Background: an optimization exercise with open tools, aiming at small area and a short achievable clock period. Do not read the settings as production practice. Only simulation tests tie the RTL to the original design; equivalence was not proved.

Design lab2_pipe, start of the top module:
module lab2_pipe (
    input clk,
    input rst,
    input start,
    input [31:0] x,
    output reg rdy,
    output [31:0] y
);
==> flow/config.mk <==
export PLATFORM = sky130hd
export DESIGN_NAME = lab2_pipe
export DESIGN_NICKNAME = lab2_pipe
export VERILOG_FILES = /design/flow/design.v
export SDC_FILE = /design/flow/constraint.sdc
export NUM_CORES = 4
export LEC_CHECK = 0
export CAP_MARGIN = 20
export CORE_MARGIN = 2
export CORE_UTILIZATION = 40
export CTS_BUF_LIST = sky130_fd_sc_hd__clkbuf_8
export CTS_CLUSTER_DIAMETER = 60
export CTS_CLUSTER_SIZE = 16
export GPL_ROUTABILITY_DRIVEN = 0
export PLACE_DENSITY = 0.6
export SLEW_MARGIN = 75
export SYNTH_HIERARCHICAL = 1
==> flow/constraint.sdc <==
create_clock -name core_clock -period 15.0 [get_ports {clk}]
set_input_delay 3.0000 -clock core_clock [delete_from_list [all_inputs] [get_ports {clk}]]
set_output_delay 3.0000 -clock core_clock [all_outputs]
set_load 0.01 [all_outputs]
standard.sh (not shown) runs the stock make flow with config.mk's settings and CLKGATE_MAP_FILE= SYNTH_SCRIPT=/design/flow/synth_recipe.tcl, a recipe that flattens the netlist after the stock synthesis.
==> flow/flow/run.sh <==
#!/bin/bash
set -euo pipefail
export BUFFER_PORTS_ARGS="-buffer_cell sky130_fd_sc_hd__buf_2"
bash standard.sh > standard_flow.log 2>&1
Edit:
--- a/flow/config.mk
+++ b/flow/config.mk
@@ -11,6 +11,4 @@
-export CTS_BUF_LIST = sky130_fd_sc_hd__clkbuf_8
-export CTS_CLUSTER_DIAMETER = 60
-export CTS_CLUSTER_SIZE = 16
-export GPL_ROUTABILITY_DRIVEN = 0
-export PLACE_DENSITY = 0.6
-export SLEW_MARGIN = 75
+export CTS_CLUSTER_DIAMETER = 80
+export CTS_CLUSTER_SIZE = 22
+export PLACE_DENSITY = 0.7
+export SLEW_MARGIN = 70
The new run completed without violations.
Synthesized area does not change.
Cell area came out lower by 0.69%.
Utilization came out lower by 0.30 points.
Count of clock-buffer cells in the layout came out lower by 8.
Synthesized cell count is unchanged.
Worst setup slack gains 0.0062 ns.
First-iteration DRC count came out higher by 45%.
Maximum frequency hardly moves.

== run 1 ==
Another version of the RTL of lab2_pipe (not shown whole).
For scale: ~68 I/O pins.
clock: 15.0 ns
lec_check: 0
cap_margin: 20
core_margin: 2
core_utilization: 40
cts_cluster_diameter: 60
cts_cluster_size: 30
place_density: 0.6
slew_margin: 75
synth_hierarchical: 1
Scripts as last shown in full above: flow/flow/run.sh
### run 1 -> run 2
Settings: swapping 60 for 80 in CTS_CLUSTER_DIAMETER; swapping 30 for 22 in CTS_CLUSTER_SIZE.
==> comparison <==
In the reports for run 2 and run 1, the larger total global routing track utilization belongs to run 1.
Re post-route core utilization: run 2 and run 1 aren't equal, and the higher value belongs to run 1.
Filler cell count up 30 in run 2 wrt run 1
Worst setup slack sits higher in run 2 than in run 1.
Total standard cell area after synthesis: run 2 vs run 1, no meaningful difference
On run 2: via count of the first global-routing pass is 0.80% lower than what run 1 gave.
Compared to run 1, run 2 has routed wire length about 0.33% lower.
Re final area: run 2 is 0.65% down on run 1.
Between run 1 and run 2, the met1 track demand over resource in global routing figures differ only marginally.
diff inputs: run 2 => run 3
Settings: changing SLEW_MARGIN from 75 to 80.
## What came out
Compared with run 2, in run 3 worst setup slack went down, post-route worst hold slack went down.

lab2_pipe with an RTL version that a note above also has.
Size: about 2900 cells after synthesis, ~68 I/O pins, about 30000 sq um of cells after synthesis.
Settings: LEC_CHECK=0, CAP_MARGIN=20, CORE_MARGIN=2, CORE_UTILIZATION=60, CTS_CLUSTER_DIAMETER=80, CTS_CLUSTER_SIZE=22, PLACE_DENSITY=0.7, SLEW_MARGIN=75, SYNTH_HIERARCHICAL=1; clock period 15.0 ns.
Scripts as last shown in full above: flow/flow/run.sh
The baseline produced a clean layout.
Change:
--- a/flow/config.mk
+++ b/flow/config.mk
@@ -10,3 +10,4 @@
-export CORE_UTILIZATION = 60
-export CTS_CLUSTER_DIAMETER = 80
-export CTS_CLUSTER_SIZE = 22
+export CORE_UTILIZATION = 40
+export CTS_BUF_LIST = sky130_fd_sc_hd__clkbuf_8
+export CTS_CLUSTER_DIAMETER = 60
+export CTS_CLUSTER_SIZE = 16
=>
- routed wire length falls by 3.6%
- worst setup slack degrades by 0.11 ns
- synthesized area is unchanged
- cell count rises by 8.8%
- count of clock-buffer cells in the layout rises by 7
- final area rises by 0.87%
- synthesized cell count does not change
- non-clock buffer count falls by 7
Change:
--- a/flow/config.mk
+++ b/flow/config.mk
@@ -11 +10,0 @@
-export CTS_BUF_LIST = sky130_fd_sc_hd__clkbuf_8
@@ -13,2 +12,2 @@
-export CTS_CLUSTER_SIZE = 16
-export PLACE_DENSITY = 0.7
+export CTS_CLUSTER_SIZE = 30
+export PLACE_DENSITY = 0.6
Effect: Die area is unchanged; worst setup slack gets better by 0.13 ns; area after synthesis stays the same; routed wire length climbs by 2.5%; maximum frequency came out higher by 3.2%; sequential share of layout area decreases by 0.27 points; synthesized cell count is unchanged.
Change:
--- a/flow/config.mk
+++ b/flow/config.mk
@@ -10,4 +10,4 @@
-export CORE_UTILIZATION = 40
-export CTS_CLUSTER_DIAMETER = 60
-export CTS_CLUSTER_SIZE = 30
-export PLACE_DENSITY = 0.6
+export CORE_UTILIZATION = 55
+export CTS_CLUSTER_DIAMETER = 80
+export CTS_CLUSTER_SIZE = 22
+export PLACE_DENSITY = 0.7
=> The new run went through all stages and came out clean; area after synthesis does not change; global-route usage is higher by 8.2 points; flip-flop and latch count is unchanged; final cell count shrinks by 7.3%; sequential share of layout area increases by 0.49 points; hold slack is worse by 0.0050 ns; via count came out higher by 4.3%; synthesized cell count is unchanged; worst setup slack got worse by 0.017 ns.

== old ==
lab2_pipe with an RTL version that a note above also has.
For scale: ~3,000 cells after synthesis, ~320 flip-flops, about 68 I/O pins, ~30,000 sq um of cells after synthesis.
export LEC_CHECK = 0
export CAP_MARGIN = 20
export CORE_MARGIN = 2
export CORE_UTILIZATION = 40
export PLACE_DENSITY = 0.6
export SLEW_MARGIN = 75
export SYNTH_HIERARCHICAL = 1
create_clock -name core_clock -period 15.0 [get_ports {clk}]
run.sh (not shown) runs the stock make flow with config.mk's settings and CLKGATE_MAP_FILE= SYNTH_SCRIPT=/design/flow/synth_recipe.tcl, a recipe that flattens the netlist after the stock synthesis.
Stock flow here: none of the scripts above is used.
Input-level comparison between new and old:
# old
export LEC_CHECK = 0
export CAP_MARGIN = 20
export CORE_MARGIN = 2
export CORE_UTILIZATION = 40
export PLACE_DENSITY = 0.6
export SLEW_MARGIN = 75
export SYNTH_HIERARCHICAL = 1
create_clock -name core_clock -period 15.0 [get_ports {clk}]
# new
export LEC_CHECK = 0
export CAP_MARGIN = 20
export CORE_MARGIN = 2
export CORE_UTILIZATION = 40
export PLACE_DENSITY = 0.6
export SLEW_MARGIN = 20
export SYNTH_HIERARCHICAL = 1
create_clock -name core_clock -period 15.0 [get_ports {clk}]
The final layout from new, which completed every stage, passed the timing, design-rule and antenna checks at the end of the flow. Diff old -> new: global-route usage barely changed; layout buffering overhead excluding clock cells dropped 0.48 points; met3 track utilization from global routing climbed 0.50 points. Re placement-stage worst setup slack: new and old aren't equal, and the higher value belongs to old. new vs. old: post-route clock period utilization went up; hold slack down 0.014 ns; design area moved down; number of buffers other than clock buffers in the final layout -about 6%. Of new and old, the higher area added between synthesis and finish belongs to old. Relative to old, new improves clock skew.

Setup of trial 88:
Starting RTL as in the previous note.
clock: 15.0 ns
lec_check: 0
cap_margin: 20
core_margin: 2
core_utilization: 40
place_density: 0.6
slew_margin: 75
synth_hierarchical: 1
standard.sh (not shown) runs the stock make flow with config.mk's settings and CLKGATE_MAP_FILE= SYNTH_SCRIPT=/design/flow/synth_recipe.tcl, a recipe that flattens the netlist after the stock synthesis.
Scripts as last shown in full above: flow/flow/run.sh
Trial 88 reached the final stage; the timing, design-rule and antenna checks on its layout passed.
Changes in build 90 relative to trial 88:
-- flow/config.mk --
<<< trial 88, line 9
export CORE_MARGIN = 2
export CORE_UTILIZATION = 40
export PLACE_DENSITY = 0.6
export SLEW_MARGIN = 75
export SYNTH_HIERARCHICAL = 1
>>> build 90, line 9
export CORE_MARGIN = 2
export CORE_UTILIZATION = 40
export CTS_CLUSTER_DIAMETER = 80
export CTS_CLUSTER_SIZE = 22
export PLACE_DENSITY = 0.6
export SLEW_MARGIN = 65
export SYNTH_HIERARCHICAL = 1
Findings:
Build 90 went all the way through the flow, and no timing, DRC or antenna check failed.
Build 90 -> trial 88: delay of the slowest critical-path stage flat
Layout overhead on the synthesized area ended up 2.2 points lower on build 90 than on trial 88.
Diff trial 88..build 90 | global placement routability congestion | unchanged

exp/tundra:
RTL: one of the versions met above, not the one the previous note started from.
Size: ~2,900 cells after synthesis, roughly 350 flip-flops, about 68 I/O pins.
==> flow/config.mk <==
export PLATFORM = sky130hd
export DESIGN_NAME = lab2_pipe
export DESIGN_NICKNAME = lab2_pipe
export VERILOG_FILES = /design/flow/design.v
export SDC_FILE = /design/flow/constraint.sdc
export NUM_CORES = 4
export LEC_CHECK = 0
export CAP_MARGIN = 20
export CORE_MARGIN = 2
export CORE_UTILIZATION = 40
export CTS_CLUSTER_DIAMETER = 80
export CTS_CLUSTER_SIZE = 22
export PLACE_DENSITY = 0.7
export SLEW_MARGIN = 75
export SYNTH_HIERARCHICAL = 1
==> flow/constraint.sdc <==
create_clock -name core_clock -period 15.0 [get_ports {clk}]
set_input_delay 3.0000 -clock core_clock [delete_from_list [all_inputs] [get_ports {clk}]]
set_output_delay 3.0000 -clock core_clock [all_outputs]
set_load 0.01 [all_outputs]
Scripts as last shown in full above: flow/flow/run.sh
Input-level comparison between exp/quartz and exp/tundra:
# exp/tundra
export LEC_CHECK = 0
export CAP_MARGIN = 20
export CORE_MARGIN = 2
export CORE_UTILIZATION = 40
export CTS_CLUSTER_DIAMETER = 80
export CTS_CLUSTER_SIZE = 22
export PLACE_DENSITY = 0.7
export SLEW_MARGIN = 75
export SYNTH_HIERARCHICAL = 1
create_clock -name core_clock -period 15.0 [get_ports {clk}]
# exp/quartz
export LEC_CHECK = 0
export CAP_MARGIN = 20
export CORE_MARGIN = 2
export CORE_UTILIZATION = 70
export CTS_CLUSTER_DIAMETER = 80
export CTS_CLUSTER_SIZE = 22
export PLACE_DENSITY = 0.8
export SLEW_MARGIN = 75
export SYNTH_HIERARCHICAL = 1
create_clock -name core_clock -period 15.0 [get_ports {clk}]
Notes after the runs:
Changes observed in exp/quartz relative to exp/tundra: cell area -about 1.1%, met2 routed wirelength increased by about 4.3% relative to the old numbers, starting density of the core now larger. Between exp/tundra and exp/quartz, largest net degree at the start of global routing increased. exp/quartz vs. exp/tundra: post-layout net count now sits higher, area of the die now sits lower, count of buffer and inverter cells on the critical path now sits higher, global-route total usage across every layer now sits higher. Weighted congestion reported at the end of routability-driven placement (exp/quartz over exp/tundra): increase, 6.8%. exp/quartz — number of global-route vias before repair 1,237 higher, exp/tundra as reference.
Inputs modified between exp/quartz and exp/fjord:
# exp/quartz
export LEC_CHECK = 0
export CAP_MARGIN = 20
export CORE_MARGIN = 2
export CORE_UTILIZATION = 70
export CTS_CLUSTER_DIAMETER = 80
export CTS_CLUSTER_SIZE = 22
export PLACE_DENSITY = 0.8
export SLEW_MARGIN = 75
export SYNTH_HIERARCHICAL = 1
create_clock -name core_clock -period 15.0 [get_ports {clk}]
# exp/fjord
export LEC_CHECK = 0
export CAP_MARGIN = 20
export CORE_MARGIN = 2
export CORE_UTILIZATION = 60
export CTS_CLUSTER_DIAMETER = 80
export CTS_CLUSTER_SIZE = 22
export PLACE_DENSITY = 0.75
export SLEW_MARGIN = 70
export SYNTH_HIERARCHICAL = 1
create_clock -name core_clock -period 15.0 [get_ports {clk}]
Findings:
In the flow results for exp/fjord and exp/quartz, the met1 track demand over resource in global routing is larger on exp/quartz. Summary of exp/fjord over exp/quartz: number of gates resized after CTS held steady; data arrival time of the critical path decreased by 0.14 ns relative to the old numbers.

[separate check: timing with driven ports]
The results above use ideal ports. As a check the final layouts listed here were re-extracted and re-timed, cells and wires unchanged.
Step 1 assumes that a clkbuf_16 drives the clock port and a buf_2 every other input.
Step 2 times the ports against the registers' clock, not the clock port: input delays grow and output delays shrink by t, the midpoint of the rising clock arrivals with the driver on.
Slacks: ideal ports / drivers / drivers and shift; pairs: ideal ports / drivers.
run	shift t [ns]	setup slack, ns	latest minus earliest clock arrival (ns)	slew at the worst register clock pin (ns)	pins driven straight from the clock port
the first run of note 1	0.672	10.899 / 10.837 / 10.858	0.046 / 0.047	0.10 / 0.10	1
the second run of note 1	0.643	10.905 / 10.835 / 10.951	0.049 / 0.049	0.09 / 0.09	1
run 1	0.629	10.703 / 10.703 / 10.703	0.022 / 0.022	0.10 / 0.10	1
run 2	0.660	10.729 / 10.729 / 10.729	0.058 / 0.058	0.09 / 0.09	1
run 3	0.656	10.630 / 10.630 / 10.630	0.022 / 0.022	0.09 / 0.09	1
the first run of note 3	0.633	10.961 / 10.900 / 10.941	0.027 / 0.027	0.09 / 0.09	1
the second run of note 3	0.676	10.849 / 10.788 / 11.011	0.052 / 0.051	0.11 / 0.11	1
the third run of note 3	0.629	10.977 / 10.904 / 10.832	0.031 / 0.031	0.10 / 0.10	1
the fourth run of note 3	0.631	10.960 / 10.906 / 10.852	0.046 / 0.045	0.09 / 0.09	1
old	0.615	10.546 / 10.484 / 10.263	0.045 / 0.045	0.07 / 0.07	1
new	0.627	10.244 / 10.244 / 9.722	0.034 / 0.034	0.07 / 0.07	1
trial 88	0.623	10.716 / 10.716 / 10.716	0.040 / 0.039	0.06 / 0.06	1
build 90	0.655	10.637 / 10.637 / 10.637	0.057 / 0.057	0.09 / 0.09	1
exp/tundra	0.631	10.908 / 10.841 / 11.039	0.035 / 0.034	0.09 / 0.09	1
exp/quartz	0.630	10.776 / 10.776 / 10.776	0.022 / 0.022	0.09 / 0.09	1
exp/fjord	0.620	10.887 / 10.887 / 10.887	0.023 / 0.022	0.09 / 0.09	1
After both steps setup and hold are still met in every run listed. For new, which loses most, drivers alone change the setup slack by 0.000 ns; drivers and shift together by -0.522 ns.
